What follows belongs to an exercise in optimizing a design on an open flow for small area; a production flow would make more cautious choices. In this exercise RTL edits were held to simulation tests only and were not proved equivalent to the original. Power and IR drop assume default switching activity. The clock port is modelled as an ideal driver; clocking choices that lean on that would not hold on a real chip.

Design mips, start of the top module:
module mips(
	input clk, reset,
	output [31:0] instr_addr,
	input [31:0] instr_in,
	output [31:0] data_addr,
	input [31:0] data_in,
	output logic [31:0] data_out,
	output logic [1:0] data_access_size,
	output data_rd_wr);
For scale: about 1100 flip-flops, ~170 I/O pins.
export LEC_CHECK = 0
export CAP_MARGIN = 20
export CORE_MARGIN = 2
export CORE_UTILIZATION = 72
export CTS_BUF_LIST = sky130_fd_sc_hd__clkbuf_16
export CTS_CLUSTER_DIAMETER = 100
export CTS_CLUSTER_SIZE = 25
export PLACE_DENSITY = 0.88
export SLEW_MARGIN = 20
create_clock -name core_clock -period 15.0 [get_ports {clk}]
standard.sh (not shown) runs the stock make flow with config.mk's settings and CLKGATE_MAP_FILE= SYNTH_SCRIPT=/design/flow/synth_recipe.tcl, a recipe that flattens the netlist after the stock synthesis.
==> flow/flow/run.sh <==
#!/bin/bash
# The standard layout (standard.sh), with these ORFS settings changed
# through the environment:
#  - synthesis maps logic with an area-oriented ABC script (flow/abc_area.script,
#    used in place of ORFS's abc_speed.script in a copy of ORFS's scripts
#    folder); everything else in synthesis is unchanged, so the registers are
#    the standard synthesis's
#  - ports are buffered with buf_1 cells instead of clkdlybuf4s50_1
#  - clock tree: sink clusters of up to 32 flip-flops, each driven by a
#    clkbuf_16, and no dummy loads
# standard.sh's full output goes to standard.log in this folder; ORFS's own
# per-step logs stay under orfs/logs.
set -o pipefail
rm -rf scripts_abc
cp -r "$FLOW_HOME/scripts" scripts_abc
cp flow/abc_area.script scripts_abc/abc_speed.script
export SCRIPTS_DIR="$PWD/scripts_abc"
export BUFFER_PORTS_ARGS="-buffer_cell sky130_fd_sc_hd__buf_1"
export CTS_ARGS="-sink_clustering_enable -repair_clock_nets -dont_use_dummy_load -sink_clustering_size 32 -sink_clustering_max_diameter 90 -buf_list sky130_fd_sc_hd__clkbuf_16"
bash standard.sh > standard.log 2>&1
==> flow/flow/abc_area.script <==
&get -n
&st
&dch
&nf -R 1000 -p -F 16 -C 32
&put
topo
dnsize -c
==> next run, changes <==
--- a/flow/flow/run.sh
+++ b/flow/flow/run.sh
@@ -8,3 +8,3 @@
 #  - ports are buffered with buf_1 cells instead of clkdlybuf4s50_1
-#  - clock tree: sink clusters of up to 32 flip-flops, each driven by a
+#  - clock tree: sink clusters of up to 40 flip-flops, each driven by a
 #    clkbuf_16, and no dummy loads
@@ -18,3 +18,3 @@
 export BUFFER_PORTS_ARGS="-buffer_cell sky130_fd_sc_hd__buf_1"
-export CTS_ARGS="-sink_clustering_enable -repair_clock_nets -dont_use_dummy_load -sink_clustering_size 32 -sink_clustering_max_diameter 90 -buf_list sky130_fd_sc_hd__clkbuf_16"
+export CTS_ARGS="-sink_clustering_enable -repair_clock_nets -dont_use_dummy_load -sink_clustering_size 40 -sink_clustering_max_diameter 40 -buf_list sky130_fd_sc_hd__clkbuf_16"
 bash standard.sh > standard.log 2>&1
Settings changed: CORE_UTILIZATION 72 to 65, PLACE_DENSITY 0.88 to 0.8.
Effect:
- register-to-register slack loses 540 ps
- global-route usage came out lower by 3.7 points
- worst setup slack loses 40 ps
- hold slack loses 11 ps
- design area came out higher by 4.6%
- die area came out higher by 11%
- clock skew came out higher by 20 ps
==> next run, changes <==
--- a/flow/flow/run.sh
+++ b/flow/flow/run.sh
@@ -8,3 +8,5 @@
 #  - ports are buffered with buf_1 cells instead of clkdlybuf4s50_1
-#  - clock tree: sink clusters of up to 40 flip-flops, each driven by a
+#  - after global routing, cells on paths with positive slack are sized down
+#    (ORFS's RECOVER_POWER, all such paths)
+#  - clock tree: sink clusters of up to 32 flip-flops, each driven by a
 #    clkbuf_16, and no dummy loads
@@ -17,4 +19,5 @@
 export SCRIPTS_DIR="$PWD/scripts_abc"
+export RECOVER_POWER=100
 export BUFFER_PORTS_ARGS="-buffer_cell sky130_fd_sc_hd__buf_1"
-export CTS_ARGS="-sink_clustering_enable -repair_clock_nets -dont_use_dummy_load -sink_clustering_size 40 -sink_clustering_max_diameter 40 -buf_list sky130_fd_sc_hd__clkbuf_16"
+export CTS_ARGS="-sink_clustering_enable -repair_clock_nets -dont_use_dummy_load -sink_clustering_size 32 -sink_clustering_max_diameter 90 -buf_list sky130_fd_sc_hd__clkbuf_16"
 bash standard.sh > standard.log 2>&1
What happened:
- Now the flow completed and failed the layout checks on capacitance limit, slew limit
- final area decreases by 4.8%
- routed wire length fell by 5.4%
- setup slack is better by 21 ps
- synthesized area is unchanged
- utilization is lower by 3.5 points
- power goes down by 9.3%
- register-to-register slack improves by 20 ps
- non-clock buffer count stays the same
- first-iteration DRC count is unchanged
- clock power went down by 40%
==> next run, changes <==
--- a/flow/flow/run.sh
+++ b/flow/flow/run.sh
@@ -8,4 +8,2 @@
 #  - ports are buffered with buf_1 cells instead of clkdlybuf4s50_1
-#  - after global routing, cells on paths with positive slack are sized down
-#    (ORFS's RECOVER_POWER, all such paths)
 #  - clock tree: sink clusters of up to 32 flip-flops, each driven by a
@@ -19,3 +17,2 @@
 export SCRIPTS_DIR="$PWD/scripts_abc"
-export RECOVER_POWER=100
 export BUFFER_PORTS_ARGS="-buffer_cell sky130_fd_sc_hd__buf_1"
=>
- Now the flow finished with timing, DRC and antenna clean
- synthesized cell count does not change
- global-route usage is unchanged
- die area stays the same
- clock-buffer cell count does not change
- final cell count stays flat
- register-to-register slack improves by 40 ps
- power went up by 0.54%
==> next run, changes <==
Settings changed: CORE_UTILIZATION 65 to 55, GPL_TIMING_DRIVEN from default to 0, PLACE_DENSITY 0.8 to 0.7.
Effect:
- The new run completed without violations
- first-iteration DRC count went down by 18%
- register-to-register slack gains 450 ps
- sequential power stays flat
- clock-buffer cell count goes up by 3

---

mips again, from the RTL that the note above started with.
Settings: LEC_CHECK=0, CAP_MARGIN=20, CORE_MARGIN=2, CORE_UTILIZATION=65, CTS_BUF_LIST=sky130_fd_sc_hd__clkbuf_16, CTS_CLUSTER_DIAMETER=100, CTS_CLUSTER_SIZE=25, PLACE_DENSITY=0.8, SLEW_MARGIN=20; clock period 15.0 ns.
==> flow/flow/run.sh <==
#!/bin/bash
# The standard layout (standard.sh), with these ORFS settings changed
# through the environment:
#  - synthesis maps logic with an area-oriented ABC script (flow/abc_area.script,
#    used in place of ORFS's abc_speed.script in a copy of ORFS's scripts
#    folder); everything else in synthesis is unchanged, so the registers are
#    the standard synthesis's
#  - ports are buffered with buf_1 cells instead of clkdlybuf4s50_1
#  - timing-driven global placement keeps none of the resizer's trial
#    buffers (they are only used to estimate timing); repair after placement
#    and clock-tree synthesis still fixes what needs fixing
#  - clock tree: sink clusters of up to 32 flip-flops, each driven by a
#    clkbuf_16, and no dummy loads
# standard.sh's full output goes to standard.log in this folder; ORFS's own
# per-step logs stay under orfs/logs.
set -o pipefail
rm -rf scripts_abc
cp -r "$FLOW_HOME/scripts" scripts_abc
cp flow/abc_area.script scripts_abc/abc_speed.script
export SCRIPTS_DIR="$PWD/scripts_abc"
export GPL_KEEP_OVERFLOW=0
export BUFFER_PORTS_ARGS="-buffer_cell sky130_fd_sc_hd__buf_1"
export CTS_ARGS="-sink_clustering_enable -repair_clock_nets -dont_use_dummy_load -sink_clustering_size 32 -sink_clustering_max_diameter 90 -buf_list sky130_fd_sc_hd__clkbuf_16"
bash standard.sh > standard.log 2>&1
Scripts as last shown in full above: flow/flow/abc_area.script
The starting point passed the timing, DRC and antenna checks.
==> next run, changes <==
--- a/flow/flow/run.sh
+++ b/flow/flow/run.sh
@@ -9,3 +8,0 @@
-#  - timing-driven global placement keeps none of the resizer's trial
-#    buffers (they are only used to estimate timing); repair after placement
-#    and clock-tree synthesis still fixes what needs fixing
@@ -21 +17,0 @@
-export GPL_KEEP_OVERFLOW=0
Settings changed: CORE_UTILIZATION 65 to 55, PLACE_DENSITY 0.8 to 0.7.
=>
- The changed run ran to the end with no violations
- die area came out higher by 18%
- power came out lower by 3.1%
- non-clock buffer count came out higher by 34
- flip-flop and latch count is unchanged
- synthesized cell count does not change
- hold slack loses 0.036 ns
- first-iteration DRC count came out lower by 29%
- worst setup slack gains 0.14 ns
- clock power came out higher by about 5%
- clock-buffer cell count came out higher by 4
==> next run, changes <==
--- a/flow/flow/run.sh
+++ b/flow/flow/run.sh
@@ -9 +9 @@
-#  - clock tree: sink clusters of up to 32 flip-flops, each driven by a
+#  - clock tree: sink clusters of up to 36 flip-flops, each driven by a
@@ -19 +19 @@
-export CTS_ARGS="-sink_clustering_enable -repair_clock_nets -dont_use_dummy_load -sink_clustering_size 32 -sink_clustering_max_diameter 90 -buf_list sky130_fd_sc_hd__clkbuf_16"
+export CTS_ARGS="-sink_clustering_enable -repair_clock_nets -dont_use_dummy_load -sink_clustering_size 36 -sink_clustering_max_diameter 55 -buf_list sky130_fd_sc_hd__clkbuf_16"
Settings changed: CORE_UTILIZATION 55 to 65, PLACE_DENSITY 0.7 to 0.8.
Effect:
- total power went up slightly
- worst setup slack stays flat
- worst hold slack got worse by 0.024 ns
- global-route usage went up by 5.0 points
- register-to-register slack improved by 0.09 ns
- routed wire length went up by a few percent
==> next run, changes <==
--- a/flow/flow/run.sh
+++ b/flow/flow/run.sh
@@ -9 +9 @@
-#  - clock tree: sink clusters of up to 36 flip-flops, each driven by a
+#  - clock tree: sink clusters of up to 32 flip-flops, each driven by a
@@ -19 +19 @@
-export CTS_ARGS="-sink_clustering_enable -repair_clock_nets -dont_use_dummy_load -sink_clustering_size 36 -sink_clustering_max_diameter 55 -buf_list sky130_fd_sc_hd__clkbuf_16"
+export CTS_ARGS="-sink_clustering_enable -repair_clock_nets -dont_use_dummy_load -sink_clustering_size 32 -sink_clustering_max_diameter 90 -buf_list sky130_fd_sc_hd__clkbuf_16"
Settings changed: CORE_UTILIZATION 65 to 45, PLACE_DENSITY 0.8 to 0.6.
Outcome:
- The changed run went through all stages and came out clean
- final cell count goes up by a little under a tenth
- worst setup slack improved by 0.093 ns
- register-to-register slack is better by 0.64 ns
- sequential cell count stays the same
==> next run, changes <==
Settings changed: CAP_MARGIN 20 to 5, CORE_UTILIZATION 45 to 55, PLACE_DENSITY 0.6 to 0.7, SLEW_MARGIN 20 to 5.
=> Flip-flop and latch count is unchanged. Critical path depth went up by 2. Sequential share of layout area rose by 0.62 points. Wire length drops by about 5%. Clock-buffer cell count goes up by 1. Worst hold slack is worse by 0.027 ns. First-iteration DRC count came out higher by 0.88%. Final area is lower by 0.97%. Die area goes down by about 18%. Register-to-register slack gets worse by 0.61 ns. Clock power hardly moves.

## port drivers added, routing unchanged
The results above use ideal ports. As a check the final layouts listed here were re-extracted and re-timed, cells and wires unchanged. Step 1: set_driving_cell puts a clkbuf_16 on clk and a buf_2 on each other input, an assumption about the parent block. Step 2 also shifts input and output timing later by t, the mid clock arrival at the registers, as if the neighbouring blocks saw the same clock. Three values: ideal, step 1, step 2; two values: the first two.
| run | t, ns | slack for setup (ns) | worst register clock-pin slew, ns |
|---|---|---|---|
| the first run of note 1 | 0.653 | 0.744 / 0.777 / 0.125 | 0.12 / 0.12 |
| the second run of note 1 | 0.701 | 0.704 / 0.742 / 0.041 | 0.08 / 0.08 |
| the third run of note 1 | 0.637 | 0.725 / 0.757 / 0.120 | 0.12 / 0.12 |
| the fourth run of note 1 | 0.637 | 0.761 / 0.798 / 0.161 | 0.12 / 0.12 |
| the fifth run of note 1 | 0.660 | 0.713 / 0.749 / 0.089 | 0.12 / 0.12 |
| the first run of note 2 | 0.648 | 0.631 / 0.668 / 0.020 | 0.12 / 0.12 |
| the second run of note 2 | 0.643 | 0.770 / 0.773 / 0.131 | 0.12 / 0.12 |
| the third run of note 2 | 0.667 | 0.770 / 0.810 / 0.143 | 0.12 / 0.12 |
| the fourth run of note 2 | 0.659 | 0.863 / 0.895 / 0.236 | 0.12 / 0.12 |
| the fifth run of note 2 | 0.644 | 0.893 / 0.896 / 0.252 | 0.11 / 0.11 |
The setup slack of the second run of note 1, which loses most, moves by +0.038 ns with the drivers and by -0.663 ns with both steps.
